What follows belongs to an exercise in optimizing a design on an open flow for small area; a production flow would make more cautious choices. The RTL was checked by simulation tests, not by an equivalence proof against the original design. Power figures rest on the tool's default switching activity, not on a simulated workload.

<file path="design/flow/config.mk">
export PLATFORM = sky130hd
export DESIGN_NAME = vdma_wr
export DESIGN_NICKNAME = vdma_wr
export VERILOG_FILES = /design/flow/design.v
export SDC_FILE = /design/flow/constraint.sdc
export NUM_CORES = 4
export LEC_CHECK = 0
export CAP_MARGIN = 20
export CORE_MARGIN = 2
export CORE_UTILIZATION = 40
export SLEW_MARGIN = 20
export SYNTH_MEMORY_MAX_BITS = 16384
</file>
<file path="design/flow/constraint.sdc">
create_clock -name core_clock -period 8.0 [get_ports {clk}]
set_input_delay 1.6000 -clock core_clock [delete_from_list [all_inputs] [get_ports {clk}]]
set_output_delay 1.6000 -clock core_clock [all_outputs]
set_load 0.01 [all_outputs]
</file>
<file path="design/flow/design.v">
module vdma_wr (
    input               clk                  ,
    input               i_reset              ,
    input               i_ddr_init_done      ,
    input      [15:0]   i_wr_video_width     ,
    input               i_wr_video_field     ,
    input               i_wr_video_valid     ,
    input      [15:0]   i_wr_video_data      ,
    input      [31:0]   i_wr_video_base_addr ,
    output reg          m_axi_awvalid        ,
    input               m_axi_awready        ,
    output reg [31:0]   m_axi_awaddr         ,
    output     [3:0]    m_axi_awid           ,
    output     [7:0]    m_axi_awlen          ,
    output     [1:0]    m_axi_awburst        ,
    output     [2:0]    m_axi_awsize         ,
    output     [2:0]    m_axi_awprot         ,
    output     [3:0]    m_axi_awqos          ,
    output              m_axi_awlock         ,
    output     [3:0]    m_axi_awcache        ,
    output              m_axi_wvalid         ,
    input               m_axi_wready         ,
    output     [127:0]  m_axi_wdata          ,
    output     [15:0]   m_axi_wstrb          ,
    output              m_axi_wlast          ,
    input      [3:0]    m_axi_bid            ,
    input      [1:0]    m_axi_bresp          ,
    input               m_axi_bvalid         ,
    output              m_axi_bready
    );
    reg         field_d;     
    reg         act;         
    reg  [6:0]  wm1;         
    reg  [6:0]  pcnt;        
    reg         pend;        
    reg         q2;          
    reg  [127:0] d;         
    reg  [15:0] o0, o1;
    wire       rise  = i_wr_video_field & ~field_d;
    wire       pix   = i_wr_video_field & i_wr_video_valid & act;
    wire [2:0] lane  = pcnt[2:0];
    wire       first = pcnt == 7'd0;
    wire       last  = pcnt == wm1;
    wire       byp   = pix & (lane == 3'd7);
    assign m_axi_wvalid = pend | byp;
    assign m_axi_wlast  = pend ? first & ~q2 : last;
    wire   hs   = m_axi_wvalid & m_axi_wready;
    wire   busy = m_axi_wvalid & ~m_axi_wready;
    assign m_axi_wdata = {pend ? d[127:112] : i_wr_video_data, d[111:0]};
    assign m_axi_wstrb   = 16'hffff;
    assign m_axi_awlen   = {4'd0, wm1[6:3]};
    assign m_axi_awid    = 4'd0;
    assign m_axi_awburst = 2'b01;
    assign m_axi_awsize  = 3'd4;
    assign m_axi_awprot  = 3'd0;
    assign m_axi_awqos   = 4'd0;
    assign m_axi_awlock  = 1'b0;
    assign m_axi_awcache = 4'd0;
    assign m_axi_bready  = 1'b1;
    always @(posedge clk) begin
        field_d <= i_wr_video_field;
        if (rise) begin
            wm1               <= i_wr_video_width[6:0] - 7'd1;
            m_axi_awaddr      <= i_wr_video_base_addr;
        end
        else if (m_axi_awvalid & m_axi_awready)
            m_axi_awaddr[31:12] <= m_axi_awaddr[31:12] + 20'd1;
    end
    always @(posedge clk) begin
        if (i_reset) begin
            act           <= 1'b0;
            pcnt          <= 7'd0;
            pend          <= 1'b0;
            q2            <= 1'b0;
            m_axi_awvalid <= 1'b0;
        end
        else begin
            if (rise)
                act <= i_ddr_init_done;
            if (pix)
                pcnt <= last ? 7'd0 : pcnt + 7'd1;
            pend <= busy | (hs & q2) | (pix & last & (lane != 3'd7));
            q2   <= (pix & last & pend & ~m_axi_wready) | (q2 & ~hs);
            if (pix & first)
                m_axi_awvalid <= 1'b1;
            else if (m_axi_awready)
                m_axi_awvalid <= 1'b0;
        end
    end
    always @(posedge clk) begin
        if (pix & (lane == 3'd0) & ~busy)
            d[15:0] <= i_wr_video_data;
        else if (hs)
            d[15:0] <= o0;
        if (pix & (lane == 3'd1) & ~busy)
            d[31:16] <= i_wr_video_data;
        else if (hs)
            d[31:16] <= o1;
        if (pix & (lane == 3'd0) & busy)
            o0 <= i_wr_video_data;
        if (pix & (lane == 3'd1) & busy)
            o1 <= i_wr_video_data;
    end
    genvar i;
    generate
        for (i = 2; i < 8; i = i + 1) begin : g_lane
            always @(posedge clk)
                if (pix & (lane == i))
                    d[16*i +: 16] <= i_wr_video_data;
        end
    endgenerate
endmodule
</file>
<file path="design/flow/run.sh">
#!/bin/bash
# synth_recipe.tcl (not shown) runs the flow's synth.tcl, then flattens the netlist and writes it again
# the make line also repeats each setting of config.mk as NAME=value (left out here)
make -C /OpenROAD-flow-scripts/flow DESIGN_CONFIG=/design/flow/config.mk WORK_HOME=/design/flow/orfs CLKGATE_MAP_FILE= SYNTH_SCRIPT=/design/flow/synth_recipe.tcl finish
</file>
==> flow_metrics.tcl, run 1 <==
set metrics [dict create \
    setup_violations 0 \
    synth_edf_count 199 \
    ctsHtreeMaxLevel 1 \
    drt_wl_total_mm 19.19 \
    max_freq_mhz 193.3 \
    endpoint_kind "primary output" \
    final_cell_mix "clkdlybuf4s50_1 (228), edfxtp_1 (199), mux2_2 (48)" \
    postCtsSetupRepairBufs 0 \
    required_ps 6400 \
    fin_skew_ps 11.51 \
    max_slew.worst_pin.slew_ps 1055 \
    io_pins 287 \
    syn_area_mm2 0.009193 \
    clock_sinks 211 \
    clock_latency_ps 490 \
    fin_setup_tns_ps 0 \
    vdd_drop_max_v 0.0001212 \
    synthDistinctLibCells 42 \
    overflow 0 \
    synthToLayoutAreaGrowth_pct 25.14 \
    post_cts_resized 0 \
    viasPerCell 4.668 \
    critical_path.reg2reg.endpoint "d[30]" \
    cp_max_fo 17 \
    ys_seq_area_share_pct 67.62 \
    outcome "finished clean" \
    postCtsHoldBufs 0 \
    globalplace.congestion 0.8166 \
    hold_class "flip-flop to flip-flop" \
    cts_inserted_buffers 22 \
    grt_max_degree 33 \
    p_leak_nw 3.936 \
    fp.dieArea_mm2 0.02421 \
    power_density_mw_per_mm2 205.0 \
    cp_common_cell "clkdlybuf4s50_1" \
    cp-start-kind "input pin" \
    detail-route-antenna-nets 0 \
    rows 55 \
    maxCapViolCount 0 \
    cp.arrival_ps 3570 \
    avgSynthCellArea_um2 14.66 \
    drive_gt1_share_pct 12.21 \
    slowest_delay_ps 610 \
    grt_pass1_vias 4791 \
    path_class "input pin to primary output" \
    r2r_slack_ps 4890 \
    fin_nets 840 \
    num_vias 4925 \
    min_period_over_period_pct 64.68 \
    place_area_mm2 0.01079 \
    antenna_found_initial 0 \
    finalHoldViolations 0 \
    slew_viol_final 0 \
    drc 0 \
    hpwlAfterDp_mm 13.16 \
    hold_start "act" \
    ys_async_sr_fraction_pct 0 \
    cts_root_buf "clkbuf_16" \
    io_buffers 228 \
    period_minus_slack_ps 5174 \
    ys.warnings.count 1 \
    antenna_cells 0 \
    synth_cells 627 \
    whs_endpoint "act" \
    fp.dieW_um 155.6 \
    slowest_stage "clkdlybuf4s50_1" \
    layout_commonest_cell "clkdlybuf4s50_1" \
    cts_tree "yes" \
    drt_iter0_drc 261 \
    rsz0062_at_grt "false" \
    die_h_um 155.6 \
    grt_pass1_wl_mm 28.43 \
    clockBufferDepth 3 \
    ys.flop_type "edfxtp_1" \
    slew_headroom_pct 29.66 \
    clk_pin_slew_ps 60 \
    min_path_cells 2 \
    track_usage_pct 15.31 \
    first_pass_iters 4 \
    r2r_cells 5 \
    core_area_mm2 0.02257 \
    stdcell_area_mm2 0.01150 \
    timing.rr.start "pcnt[0]" \
    synth_seq_cells 211 \
    cp_cell_sequence "clkdlybuf4s50_1, and3_1, a21o_1, clkdlybuf4s50_1" \
    wire_per_inst_um 18.19 \
    start_util_pct 40.73 \
]
==> per-stage QoR <==
stage / util [%] / hold slack (ps) / total power [mW] / cells / worst slack, ps
after floorplan: - / 439.2 / 1.317 / 667 / 4119
after global placement: 47.79 / 461.8 / 1.382 / 1015 / 2913
after detailed placement: 47.79 / 464.6 / 1.384 / 1015 / 2834
after CTS: 50.96 / 472.9 / 2.385 / 1055 / 2831
after global routing: 50.96 / 503.1 / 2.442 / 1055 / 2677
final: 50.96 / 471.4 / 2.359 / 1055 / 2826
==> critical path: cells and delay by family <==
kind	cells	cell delay [ps]
AND/OR/NAND/NOR	1	560
AO/OA/AOI/OAI	1	290
buffers and inverters	2	1120
==> cell families after synthesis <==
group / count (synthesis) / share of synthesized area (%)
flops: 211 / 67.62
buf+inv: 186 / 14.10
simple gates: 106 / 5.989
mux: 49 / 5.989
compound gates: 34 / 2.178
xor+xnor: 31 / 2.954
fa+ha+maj: 8 / 1.089
other cells: 2 / 0.08170
==> flip-flops by register name (all words and copies together) (netlist names) <==
register and cells:
d 128, m_axi_awaddr 32, o0 16, o1 16, pcnt 7, wm1 7, act 1, field_d 1
m_axi_awvalid 1, pend 1, q2 1
==> Yosys cell counts (all sizes together) (2+ instances only) <==
| cell | instances | area share (%) |
|---|---|---|
| dfxtp | 12 | 2.6 |
| o21ai | 19 | 1.0 |
| clkbuf | 8 | 0.33 |
| conb | 2 | 0.082 |
| mux2 | 48 | 5.9 |
| nand4 | 13 | 1.0 |
| xor2 | 13 | 1.2 |
| ha | 8 | 1.1 |
| nor2 | 21 | 0.86 |
| buf | 163 | 13 |
| nand2b | 2 | 0.14 |
| nand2 | 32 | 1.3 |
| a31oi | 2 | 0.14 |
| edfxtp | 199 | 65 |
| xnor2 | 18 | 1.7 |
| inv | 14 | 0.57 |
| nand3 | 8 | 0.54 |
| and2 | 4 | 0.27 |
| nor4 | 8 | 0.61 |
| or3 | 2 | 0.14 |
| a21oi | 4 | 0.22 |
| nand4b | 2 | 0.19 |
| nor3 | 6 | 0.33 |
| and3 | 6 | 0.41 |
==> power by group <==
part / leakage [nW] / switching (mW) / internal [mW]
Clock: 0.340 / 0.408 / 0.591
Combinational: 1.69 / 0.0644 / 0.0643
Sequential: 1.90 / 0.0110 / 1.22
==> layout make-up <==
type	instances	area, µm²
Sequential cell	211	6216
Inverter	15	56.30
Tap cell	285	356.6
Clock buffer	26	586.8
Fill cell	1883	11070
Multi-Input combinational cell	270	1831
Timing Repair Buffer	234	2327
Clock inverter	14	130.1
==> worst max-delay path by stage <==
| stage | depth (start not counted) | to | startpoint | slack (ps) |
|---|---|---|---|---|
| after floorplan | 6 | d[0] | i_wr_video_valid | 4120 |
| after global placement | 4 | m_axi_wvalid | i_wr_video_field | 2910 |
| after detailed placement | 4 | m_axi_wvalid | i_wr_video_field | 2830 |
| after CTS | 4 | m_axi_wvalid | i_wr_video_field | 2830 |
| after global routing | 4 | m_axi_wvalid | i_wr_video_field | 2680 |
| final | 4 | m_axi_wvalid | i_wr_video_field | 2830 |
==> per-layer routing <==
metal / track usage, % / wire length [µm] / share of wire, % / vias up
li1: - / - / - / 2308
met1: 20.21 / 7915 / 41 / 2355
met2: 24.88 / 9073 / 47 / 236
met3: 4.972 / 1976 / 10 / 26
met4: 3.277 / 221 / 1.2 / 0
met5: 0 / 0 / 0 / -
==> run 2, diff against run 1 <==
--- a/design/flow/design.v
+++ b/design/flow/design.v
@@ -34,2 +34,3 @@
     reg  [6:0]  pcnt;        
+    reg         pre;         
     reg         pend;        
@@ -38,2 +39,10 @@
     reg  [15:0] o0, o1;
+    wire [19:0] carry;
+    assign carry[0] = 1'b1;
+    genvar k;
+    generate
+        for (k = 1; k < 20; k = k + 1) begin : g_carry
+            assign carry[k] = carry[k-1] & m_axi_awaddr[11+k];
+        end
+    endgenerate
     wire       rise  = i_wr_video_field & ~field_d;
@@ -65,4 +74,8 @@
         end
-        else if (m_axi_awvalid & m_axi_awready)
-            m_axi_awaddr[31:12] <= m_axi_awaddr[31:12] + 20'd1;
+        else begin : inc
+            integer j;
+            for (j = 0; j < 20; j = j + 1)
+                if (m_axi_awvalid & m_axi_awready & carry[j])
+                    m_axi_awaddr[12+j] <= ~m_axi_awaddr[12+j];
+        end
     end
@@ -72,2 +85,3 @@
             pcnt          <= 7'd0;
+            pre           <= 1'b0;
             pend          <= 1'b0;
@@ -81,3 +95,4 @@
                 pcnt <= last ? 7'd0 : pcnt + 7'd1;
-            pend <= busy | (hs & q2) | (pix & last & (lane != 3'd7));
+            pre  <= pix & last & (lane != 3'd7) & ~busy;
+            pend <= busy | (hs & q2) | pre;
             q2   <= (pix & last & pend & ~m_axi_wready) | (q2 & ~hs);
@@ -90,14 +105,8 @@
     always @(posedge clk) begin
-        if (pix & (lane == 3'd0) & ~busy)
-            d[15:0] <= i_wr_video_data;
-        else if (hs)
-            d[15:0] <= o0;
-        if (pix & (lane == 3'd1) & ~busy)
-            d[31:16] <= i_wr_video_data;
-        else if (hs)
-            d[31:16] <= o1;
-        if (pix & (lane == 3'd0) & busy)
+        if (pix & (lane == 3'd0))
             o0 <= i_wr_video_data;
-        if (pix & (lane == 3'd1) & busy)
+        if (pix & (lane == 3'd1))
             o1 <= i_wr_video_data;
+        if (~busy)
+            d[31:0] <= {o1, o0};
     end
==> design/flow/flow/run.sh (new file) <==
#!/bin/bash
# Layout flow: the standard flow (standard.sh, unchanged synthesis) with two
# layout choices of its own:
#  - the port buffers that global placement adds are buf_1 cells;
#  - clock tree synthesis uses clkbuf_4 cells, with clusters of at most 10 sinks
#    within 50 um, and no dummy loads.
# make's full output goes to flow_make.log here; ORFS's per-step logs stay under orfs/logs.
set -euo pipefail
bash standard.sh \
  'BUFFER_PORTS_ARGS=-buffer_cell sky130_fd_sc_hd__buf_1' \
  'CTS_ARGS=-sink_clustering_enable -repair_clock_nets -buf_list sky130_fd_sc_hd__clkbuf_4 -sink_clustering_size 10 -sink_clustering_max_diameter 50 -dont_use_dummy_load' \
  finish > flow_make.log 2>&1
==> design/flow/standard.sh (new file) <==
#!/bin/bash
# synth_recipe.tcl (not shown) runs the flow's synth.tcl, then flattens the netlist and writes it again
# the make line also repeats each setting of config.mk as NAME=value (left out here)
make -C /OpenROAD-flow-scripts/flow DESIGN_CONFIG=/design/flow/config.mk WORK_HOME=/design/flow/orfs CLKGATE_MAP_FILE= SYNTH_SCRIPT=/design/flow/synth_recipe.tcl "${@:-finish}"
--- a/design/flow/config.mk
+++ b/design/flow/config.mk
@@ -9,3 +9,3 @@
 export CORE_MARGIN = 2
-export CORE_UTILIZATION = 40
+export CORE_UTILIZATION = 60
 export SLEW_MARGIN = 20
removed: design/flow/run.sh
==> flow_metrics.tcl, run 2 <==
set metrics [dict create \
    viasPerCell 5.028 \
    track_usage_pct 18.63 \
    required_ps 6400 \
    fp.dieW_um 124.5 \
    grt_pass1_wl_mm 22.70 \
    io_pins 287 \
    synth_edf_count 199 \
    grt_pass1_vias 4134 \
    post_cts_resized 0 \
    ys_async_sr_fraction_pct 0 \
    slew_headroom_pct 30.31 \
    max_slew.worst_pin.slew_ps 1045 \
    hold_start "o0[0]" \
    globalplace.congestion 0.7596 \
    min_period_over_period_pct 56.16 \
    synthDistinctLibCells 36 \
    largest_reg_flops 128 \
    layout_commonest_cell "buf_1" \
    cp-start-kind "input pin" \
    ctsHtreeMaxLevel 1 \
    hold_class "flip-flop to flip-flop" \
    clockBufferDepth 3 \
    ys.flop_type "edfxtp_1" \
    power_density_mw_per_mm2 196.8 \
    synthToLayoutAreaGrowth_pct 2.140 \
    fin_skew_ps 23.91 \
    grt_max_degree 64 \
    fp.dieArea_mm2 0.01550 \
    die_h_um 124.5 \
    p_leak_nw 3.034 \
    vdd_drop_max_v 0.0001027 \
    startpoint "i_wr_video_field" \
    overflow 0 \
    synth-simple-area-share_pct 5.344 \
    final_cell_mix "buf_1 (228), edfxtp_1 (199), conb_1 (42)" \
    top_register "d" \
    timing.rr.start "act" \
    drive_gt1_share_pct 7.265 \
    ys_seq_area_share_pct 71.60 \
    core_area_mm2 0.01437 \
    postCtsSetupRepairBufs 0 \
    synth_top_family_by_area "buffers and inverters" \
    ys.warnings.count 1 \
    hpwlAfterDp_mm 9.878 \
    fin_nets 789 \
    detail-route-antenna-nets 0 \
    num_vias 4460 \
    cts_tree "yes" \
    synth_cells 580 \
    drt_iter0_drc 270 \
    synth_seq_cells 212 \
    synthTopCellsByArea "edfxtp_1 (69%), buf_4 (14%), dfxtp_1 (3.0%)" \
    cts_root_buf "clkbuf_4" \
    outcome "finished clean" \
    largestRegisters "d: 128 flops, m_axi_awaddr: 32 flops" \
    synth_top_cell_by_area "edfxtp_1" \
    hold_slack_ps 417.7 \
    cp_max_fo 18 \
    finalHoldViolations 0 \
    synth-compound-area-share_pct 3.376 \
    clk_pin_slew_ps 90 \
    drt_wl_total_mm 14.69 \
    maxCapViolCount 0 \
    clock_latency_ps 580 \
    period_minus_slack_ps 4493 \
    synth-xor-area-share_pct 1.609 \
    drc 0 \
    rsz0062_at_grt "false" \
    start_util_pct 60.61 \
    antenna_found_initial 1 \
    synth_fa_ha_area_share_pct 1.006 \
    max_freq_mhz 222.6 \
    cp.arrival_ps 2890 \
    path_class "input pin to primary output" \
    setup_violations 0 \
    slew_viol_final 0 \
    postCtsHoldBufs 0 \
    syn_area_mm2 0.008710 \
    endpoint_kind "primary output" \
    first_pass_iters 4 \
    cts_inserted_buffers 25 \
    rows 44 \
    synth.top_cell.area_share_pct 68.61 \
    synth_most_common_cell "edfxtp_1" \
    fin_setup_tns_ps 0 \
    clock_sinks 212 \
    synth_mux_area_share_pct 2.069 \
    io_buffers 228 \
    avgSynthCellArea_um2 15.02 \
    yosys-top-cells-count "edfxtp_1 (199), buf_4 (158), nor2_1 (33)" \
    wire_per_inst_um 16.56 \
    finalPower_mw 1.751 \
]
[run 2: power breakdown]
group | leakage, nW | internal (mW) | total [mW] | switching (mW)
combinational | 0.960 | 0.0241 | 0.0784 | 0.0543
clock | 0.115 | 0.144 | 0.441 | 0.297
sequential | 1.96 | 1.22 | 1.23 | 0.00827
[run 2: cell families after synthesis]
| family | after synthesis |
|---|---|
| multiplexers | 16 |
| buffers and inverters | 184 |
| adder cells (fa/ha/maj) | 7 |
| AND/OR/NAND/NOR | 97 |
| flip-flops | 212 |
| XOR/XNOR | 16 |
| AO/OA/AOI/OAI | 46 |
| other | 2 |
[run 2: layout make-up]
type | instances | area [µm²]
Tap cell | 184 | 230.2
Sequential cell | 212 | 6236
Timing Repair Buffer | 228 | 855.8
Fill cell | 1177 | 5473
Inverter | 13 | 48.80
Clock buffer | 25 | 187.7
Antenna cell | 1 | 2.502
Multi-Input combinational cell | 224 | 1335
[run 2: final timing paths]
path / endpoint / slack (ps) / cells after the start
worst max register to register: d[74] / 5750 / 2
worst max-delay path: m_axi_wvalid / 3510 / 4
worst min register to register: d[0] / 420 / 0
worst min-delay path: d[0] / 420 / 0
[run 2: worst max-delay path: stages]
cell and delay, ps:
buf_1 200, and3_1 590, a21o_1 290, buf_1 200
[run 2: stage by stage]
| step | setup WS (ps) | cells | util [%] | instance area [µm²] |
|---|---|---|---|---|
| global placement | 3629 | 861 | 60.55 | 8701 |
| detailed placement | 3569 | 861 | 60.55 | 8701 |
| floorplan | 4288 | 620 | - | 8860 |
| finish | 3507 | 887 | 61.91 | 8896 |
| CTS | 3567 | 886 | 61.86 | 8889 |
| global route | 3399 | 887 | 61.91 | 8896 |
[run 2: routing by layer]
metal | global-route usage (%) | vias up | wire (µm)
met5 | 0 | - | 0
met1 | 24.85 | 2137 | 5842
met2 | 31.15 | 196 | 7255
met4 | 4.494 | 0 | 220
li1 | - | 2105 | -
met3 | 4.682 | 22 | 1371
==> run 3, diff against run 2 <==
--- a/design/flow/design.v
+++ b/design/flow/design.v
@@ -34,5 +34,4 @@
     reg  [6:0]  pcnt;        
-    reg         pre;         
+    reg         w;           
     reg         pend;        
-    reg         q2;          
     reg  [127:0] d;         
@@ -54,3 +53,3 @@
     assign m_axi_wvalid = pend | byp;
-    assign m_axi_wlast  = pend ? first & ~q2 : last;
+    assign m_axi_wlast  = pend ? first & ~w : last;
     wire   hs   = m_axi_wvalid & m_axi_wready;
@@ -85,5 +84,4 @@
             pcnt          <= 7'd0;
-            pre           <= 1'b0;
+            w             <= 1'b0;
             pend          <= 1'b0;
-            q2            <= 1'b0;
             m_axi_awvalid <= 1'b0;
@@ -95,5 +93,4 @@
                 pcnt <= last ? 7'd0 : pcnt + 7'd1;
-            pre  <= pix & last & (lane != 3'd7) & ~busy;
-            pend <= busy | (hs & q2) | pre;
-            q2   <= (pix & last & pend & ~m_axi_wready) | (q2 & ~hs);
+            w    <= (pix & last & (lane != 3'd7)) | (w & busy);
+            pend <= busy | w;
             if (pix & first)
--- a/design/flow/flow/run.sh
+++ b/design/flow/flow/run.sh
@@ -5,3 +5,5 @@
 #  - clock tree synthesis uses clkbuf_4 cells, with clusters of at most 10 sinks
-#    within 50 um, and no dummy loads.
+#    within 50 um, and no dummy loads;
+#  - the constant outputs keep synthesis's one tie cell per value instead of
+#    getting a tie cell each (SKIP_REPAIR_TIE_FANOUT).
 # make's full output goes to flow_make.log here; ORFS's per-step logs stay under orfs/logs.
@@ -11,2 +13,3 @@
   'CTS_ARGS=-sink_clustering_enable -repair_clock_nets -buf_list sky130_fd_sc_hd__clkbuf_4 -sink_clustering_size 10 -sink_clustering_max_diameter 50 -dont_use_dummy_load' \
+  SKIP_REPAIR_TIE_FANOUT=1 \
   finish > flow_make.log 2>&1
==> flow_metrics.tcl, run 3 <==
set metrics [dict create \
    outcome "finished clean" \
    fin_nets 739 \
    drive_gt1_share_pct 7.055 \
    p_clk_share_pct 25.6 \
    clock_latency_ps 600 \
    fp.dieW_um 123.9 \
    cts_tree "yes" \
    required_ps 6400 \
    detail-route-antenna-nets 0 \
    layout_commonest_cell "buf_1" \
    slew_viol_final 0 \
    globalplace.congestion 0.8459 \
    yosys-top-cells-count "edfxtp_1 (199), buf_4 (159), nor2_1 (28)" \
    core_area_mm2 0.01393 \
    clk_pin_slew_ps 100 \
    final_cell_mix "buf_1 (228), edfxtp_1 (199), nor2_1 (28)" \
    grt_pass1_vias 3969 \
    internal_power_mw 1.385 \
    ys.flop_type "edfxtp_1" \
    met1_length_mm 6.173 \
    syn_area_mm2 0.008621 \
    finalHoldViolations 0 \
    switching_share_pct 20.82 \
    drc 0 \
    ys_async_sr_fraction_pct 0 \
    top_layer_used "met4" \
    antenna_found_initial 1 \
    track_usage_pct 18.74 \
    seq_power_share_pct 70.1 \
    synthToLayoutAreaGrowth_pct 0.2031 \
    endpoint_kind "primary output" \
    first_pass_iters 7 \
    power_density_mw_per_mm2 202.5 \
    synth_top_cell_by_area "edfxtp_1" \
    fp.dieArea_mm2 0.01534 \
    r2r_slack_ps 5740 \
    postCtsSetupRepairBufs 0 \
    drt_wl_total_mm 14.94 \
    hold_slack_ps 421.7 \
    synth_cells 570 \
    avgSynthCellArea_um2 15.12 \
    fin_setup_tns_ps 0 \
    switchingPower_mw 0.3641 \
    post_cts_resized 0 \
    setup_violations 0 \
    multi_input_area_mm2 0.001099 \
    route.met2.wl_mm 7.133 \
    ys_seq_area_share_pct 72.10 \
    synth_most_common_cell "edfxtp_1" \
    cp-start-kind "input pin" \
    whs_endpoint "d[18]" \
    io_buffers 228 \
    drt_iter0_drc 277 \
    min_path_cells 0 \
    path_class "input pin to primary output" \
    r2r_cells 4 \
    wire_per_inst_um 17.94 \
    synth_seq_cells 211 \
    max_slew.worst_pin.slew_ps 1072 \
    viasPerCell 5.158 \
    period_minus_slack_ps 4319 \
    num_vias 4297 \
    grt_max_degree 63 \
    post-place-cells 807 \
    synthTopCellsByArea "edfxtp_1 (69%), buf_4 (14%), dfxtp_1 (2.8%)" \
    fin_ws_ps 3681 \
    start_util_pct 61.87 \
    hold_start "o1[2]" \
    die_h_um 123.9 \
    rsz0062_at_grt "false" \
    ctsHtreeMaxLevel 1 \
    cp_max_fo 17 \
    finalPower_mw 1.749 \
    synthDistinctLibCells 37 \
    vdd_drop_max_v 0.0001004 \
    min_period_over_period_pct 53.98 \
    timing.rr.start "pcnt[0]" \
    cts_root_buf "clkbuf_4" \
    clock_sinks 211 \
    regArea_mm2 0.006216 \
    io_pins 287 \
    clockBufferDepth 3 \
    largest_reg_flops 128 \
    rows 43 \
    cp.arrival_ps 2720 \
    wl_met3_mm 1.474 \
    top_register "d" \
    postCtsHoldBufs 0 \
    max_freq_mhz 231.6 \
    grt_pass1_wl_mm 21.49 \
    p_leak_nw 2.856 \
    slew_headroom_pct 28.53 \
    hold_class "flip-flop to flip-flop" \
    ys.warnings.count 1 \
    hpwlAfterDp_mm 9.945 \
    largestRegisters "d: 128 flops, m_axi_awaddr: 32 flops" \
    overflow 0 \
    synth.top_cell.area_share_pct 69.32 \
    critical_path.reg2reg.endpoint "d[7]" \
    maxCapViolCount 0 \
    dpl_worst_slack_ps 3683 \
    combPwrFrac_pct 4.3 \
    synth_edf_count 199 \
    fillers 1115 \
    fin_cells 833 \
    cts_inserted_buffers 25 \
    fin_skew_ps 24.58 \
]
## run 3: worst max-delay path by stage
| stage | start | to | slack [ps] | cells after the start |
|---|---|---|---|---|
| 2_1_floorplan | i_wr_video_valid | m_axi_wvalid | 4270 | 4 |
| 3_3_place_gp | i_wr_video_field | m_axi_wvalid | 3720 | 5 |
| 3_5_place_dp | i_wr_video_field | m_axi_wvalid | 3680 | 5 |
| 4_1_cts | i_wr_video_field | m_axi_wvalid | 3660 | 5 |
| 5_1_grt | i_wr_video_field | m_axi_wvalid | 3580 | 5 |
| 6_report | i_wr_video_field | m_axi_wvalid | 3680 | 5 |
## run 3: layout make-up
cell class	count	area share [%]
diodes	1	0.02897
clock buffers	25	2.173
inverters	14	0.6083
multi-input cells	174	12.72
flip-flops and latches	211	71.96
well taps	180	2.607
repair buffers	228	9.907
## run 3: through the flow
step / utilization [%] / area (µm²)
6_report: 61.99 / 8638
5_1_grt: 61.99 / 8638
4_1_cts: 61.97 / 8636
3_5_place_dp: 60.63 / 8448
3_3_place_gp: 60.63 / 8448
2_1_floorplan: - / 8621
## run 3: kinds of logic (layout without fill, tap and decap cells)
family / after synthesis / count (layout) / synth area share (%)
AOI/OAI and AO/OA: 41 / 41 / 2.525
and+or+nand+nor: 92 / 92 / 5.283
adders and majority gates: 7 / 7 / 1.016
other: 2 / 3 / 0.08712
buffers and inverters: 185 / 267 / 15.18
muxes: 16 / 16 / 2.090
DFF: 211 / 211 / 72.10
xor gates and xnor gates: 16 / 16 / 1.713
## run 3: worst max-delay path, stage by stage
cell and delay (ps):
buf_1 150, and3_1 510, a21oi_1 170, inv_1 100, buf_1 180
## run 3: power by group through the flow
stage                     Combinational, mW  Clock (mW)  Sequential (mW)
final                                0.0754       0.447             1.23
after global routing                 0.0851       0.513             1.23
after CTS                            0.0758       0.468             1.23
after detailed placement             0.0755           0             1.25
after global placement               0.0740           0             1.25
after floorplan                      0.0550           0             1.25
## run 3: routing by layer
| layer | GRT usage [%] | vias up |
|---|---|---|
| met5 | 0 | - |
| met4 | 4.901 | 0 |
| met3 | 5.632 | 17 |
| met2 | 30.29 | 191 |
| met1 | 25.06 | 2064 |
| li1 | - | 2025 |
==> run 4, diff against run 3 <==
--- a/design/flow/design.v
+++ b/design/flow/design.v
@@ -32,4 +32,4 @@
     reg         act;         
-    reg  [6:0]  wm1;         
-    reg  [6:0]  pcnt;        
+    reg  [6:0]  wid;         
+    reg  [6:0]  pnum;        
     reg         w;           
@@ -48,5 +48,5 @@
     wire       pix   = i_wr_video_field & i_wr_video_valid & act;
-    wire [2:0] lane  = pcnt[2:0];
-    wire       first = pcnt == 7'd0;
-    wire       last  = pcnt == wm1;
+    wire [2:0] lane  = pnum[2:0] - 3'd1;
+    wire       first = pnum == 7'd1;
+    wire       last  = pnum == wid;
     wire       byp   = pix & (lane == 3'd7);
@@ -58,3 +58,3 @@
     assign m_axi_wstrb   = 16'hffff;
-    assign m_axi_awlen   = {4'd0, wm1[6:3]};
+    assign m_axi_awlen   = {4'd0, wid[6:3] - {3'd0, wid[2:0] == 3'd0}};
     assign m_axi_awid    = 4'd0;
@@ -70,3 +70,3 @@
         if (rise) begin
-            wm1               <= i_wr_video_width[6:0] - 7'd1;
+            wid               <= i_wr_video_width[6:0];
             m_axi_awaddr      <= i_wr_video_base_addr;
@@ -83,3 +83,3 @@
             act           <= 1'b0;
-            pcnt          <= 7'd0;
+            pnum          <= 7'd1;
             w             <= 1'b0;
@@ -92,3 +92,3 @@
             if (pix)
-                pcnt <= last ? 7'd0 : pcnt + 7'd1;
+                pnum <= last ? 7'd1 : pnum + 7'd1;
             w    <= (pix & last & (lane != 3'd7)) | (w & busy);
--- a/design/flow/flow/run.sh
+++ b/design/flow/flow/run.sh
@@ -1,3 +1,3 @@
 #!/bin/bash
-# Layout flow: the standard flow (standard.sh, unchanged synthesis) with two
+# Layout flow: the standard flow (standard.sh, unchanged synthesis) with three
 # layout choices of its own:
==> flow_metrics.tcl, run 4 <==
set metrics [dict create \
    min_period_over_period_pct 57.67 \
    slew_headroom_pct 26.47 \
    rows 43 \
    power_density_mw_per_mm2 202.5 \
    synthToLayoutAreaGrowth_pct 1.022 \
    layout_commonest_cell "buf_1" \
    grt_pass1_wl_mm 21.28 \
    core_area_mm2 0.01393 \
    cp.arrival_ps 3010 \
    finalHoldViolations 0 \
    switchingPower_mw 0.3688 \
    final_cell_mix "buf_1 (228), edfxtp_1 (199), nor2_1 (32)" \
    max_freq_mhz 216.7 \
    outcome "finished clean" \
    stdcell_area_mm2 0.008658 \
    globalplace.congestion 0.7441 \
    clock_latency_ps 600 \
    seq_power_share_pct 69.9 \
    synthDistinctLibCells 38 \
    clk_pin_slew_ps 100 \
    internal_power_mw 1.384 \
    grt_pass1_vias 4033 \
    detail-route-antenna-nets 0 \
    drt_iter0_drc 263 \
    avgSynthCellArea_um2 15.17 \
    ys.flop_type "edfxtp_1" \
    cts_tree "yes" \
    cp_max_fo 18 \
    switching_share_pct 21.04 \
    drt_wl_total_mm 14.56 \
    die_h_um 123.5 \
    postCtsSetupRepairBufs 0 \
    overflow 0 \
    synthTopCellsByArea "edfxtp_1 (70%), buf_4 (13%), dfxtp_1 (2.8%)" \
    ys_async_sr_fraction_pct 0 \
    postCtsHoldBufs 0 \
    largestRegisters "d: 128 flops, m_axi_awaddr: 32 flops" \
    endpoint_kind "primary output" \
    maxCapViolCount 0 \
    grt_max_degree 62 \
    p_clk_share_pct 25.9 \
    viasPerCell 5.112 \
    slowest_stage "and3_1" \
    slowest_delay_ps 400 \
    synth.top_cell.area_share_pct 69.72 \
    setup_violations 0 \
    antenna_cells 0 \
    synth_seq_cells 211 \
    track_usage_pct 18.57 \
    grt_use_met1_pct 25.17 \
    p_leak_nw 2.892 \
    slew_viol_final 0 \
    fin_skew_ps 23.11 \
    fp.dieW_um 123.5 \
    ys.warnings.count 1 \
    synth_edf_count 199 \
    vdd_drop_max_v 0.0001408 \
    io_buffers 228 \
    top_register "d" \
    io_pins 287 \
    clockBufferDepth 3 \
    post-place-cells 808 \
    combPwrFrac_pct 4.2 \
    max_slew.worst_pin.slew_ps 1101 \
    finalPower_mw 1.753 \
    synth_cells 565 \
    hpwlAfterDp_mm 9.543 \
    wire_per_inst_um 17.47 \
    fin_cells 833 \
    met2_usage_pct 30.36 \
    rsz0062_at_grt "false" \
    cts_inserted_buffers 25 \
    clock_sinks 211 \
    synth_top_cell_by_area "edfxtp_1" \
    fp.dieArea_mm2 0.01526 \
    first_pass_iters 4 \
    start_util_pct 61.51 \
    fin_nets 741 \
    period_minus_slack_ps 4614 \
    grt.met3_usage_pct 4.105 \
    path_class "input pin to primary output" \
    yosys-top-cells-count "edfxtp_1 (199), buf_4 (154), nor2_1 (32)" \
    drive_gt1_share_pct 7.657 \
    cts_root_buf "clkbuf_4" \
    drc 0 \
    cp-start-kind "input pin" \
    required_ps 6400 \
    cp_cell_sequence "buf_1, and3_1, and3_1, buf_4, or2_1, buf_1" \
    synth_most_common_cell "edfxtp_1" \
    antenna_found_initial 0 \
    syn_area_mm2 0.008571 \
    hold_class "flip-flop to flip-flop" \
    num_vias 4258 \
    post_cts_resized 0 \
    ctsHtreeMaxLevel 1 \
    ys_seq_area_share_pct 72.53 \
    place_area_mm2 0.008471 \
    fin_util_pct 62.14 \
    grt-busiest-layer "met2" \
    largest_reg_flops 128 \
    fin_setup_tns_ps 0 \
]
-- run 4: cell count changes after synthesis, moves of 3 or more --
cell,change
xnor2_1,-5
nand4_1,-4
o21ai_0,-4
xor2_1,+5
nor2_1,+4
buf_4,-5
o21ai_1,+6
clkbuf_1,+3
-- run 4: worst paths after layout --
check,start,end,slack (ps),cells after the start
worst max-delay path,i_wr_video_field,m_axi_wvalid,3390,6
worst min-delay path,o0[6],d[6],420,0
worst max register to register,pnum[0],d[24],5280,6
worst min register to register,o0[6],d[6],420,0
-- run 4: through the flow --
| stage | setup slack, ps | hold WS, ps |
|---|---|---|
| after detailed placement | 3387 | 404.5 |
| after global placement | 3437 | 401.1 |
| after CTS | 3385 | 427.0 |
| final | 3386 | 424.8 |
| after floorplan | 3591 | 400.3 |
| after global routing | 3198 | 436.4 |
-- run 4: area by class of cell --
class,instances,area (µm²)
multi-input combinational,175,1116
inverter,13,50.05
fill,1116,5276
clock buffer,25,187.7
timing repair buffer,229,863.3
sequential,211,6216
tap,180,225.2
-- run 4: kinds of logic after synthesis --
family                     Yosys count  synth area share, %
muxes                               16                2.102
DFF                                211                72.53
and+or+nand+nor                     94                5.475
xor gates and xnor gates            15                1.533
adders and majority gates            8                1.168
buffers and inverters              179                14.61
other                                2              0.08762
AOI/OAI and AO/OA                   40                2.497
-- run 4: power groups by stage --
stage	sequential (mW)	combinational (mW)	clock [mW]
6_report	1.23	0.0742	0.454
5_1_grt	1.23	0.0842	0.514
4_1_cts	1.23	0.0751	0.469
3_5_place_dp	1.25	0.0747	0
3_3_place_gp	1.25	0.0728	0
2_1_floorplan	1.25	0.0530	0
-- run 4: critical path, delay by kind of cell --
family | cells | cell delay, ps
and+or+nand+nor | 3 | 790
buffers and inverters | 3 | 620
-- run 4: per-layer routing --
layer | up-vias | share of wire (%)
met1 | 2025 | 42
met2 | 185 | 48
met4 | 0 | 2.1
li1 | 2022 | -
met3 | 26 | 7.5
met5 | - | 0

[what the ideal ports hide]
The flow's constraints put no driver on any port. The routed layouts listed below were extracted and timed again, unchanged, in two steps.
Step 1 sets driving cells, clkbuf_16 on the clock port and buf_2 on the other inputs (assumed; they add their load-dependent delay and slew).
Step 2 moves the port delays by t, midway between the first and last clock arrival at a register: inputs arrive t later, outputs are due t later. That takes back most of the time a late clock gives input paths.
Three values: no drivers, after step 1, after step 2; two values: the first two.
run	shift t [ns]	setup WS [ns]	latest minus earliest clock arrival (ns)
run 1	0.528	2.826 / 2.791 / 2.791	0.013 / 0.013
run 2	0.604	3.507 / 3.485 / 3.485	0.024 / 0.024
run 3	0.623	3.681 / 3.644 / 3.644	0.025 / 0.025
run 4	0.629	3.386 / 3.354 / 3.354	0.023 / 0.023
After both steps every run listed still meets setup and hold. For run 3, which loses most, drivers alone change the setup slack by -0.037 ns; drivers and shift together by -0.037 ns.
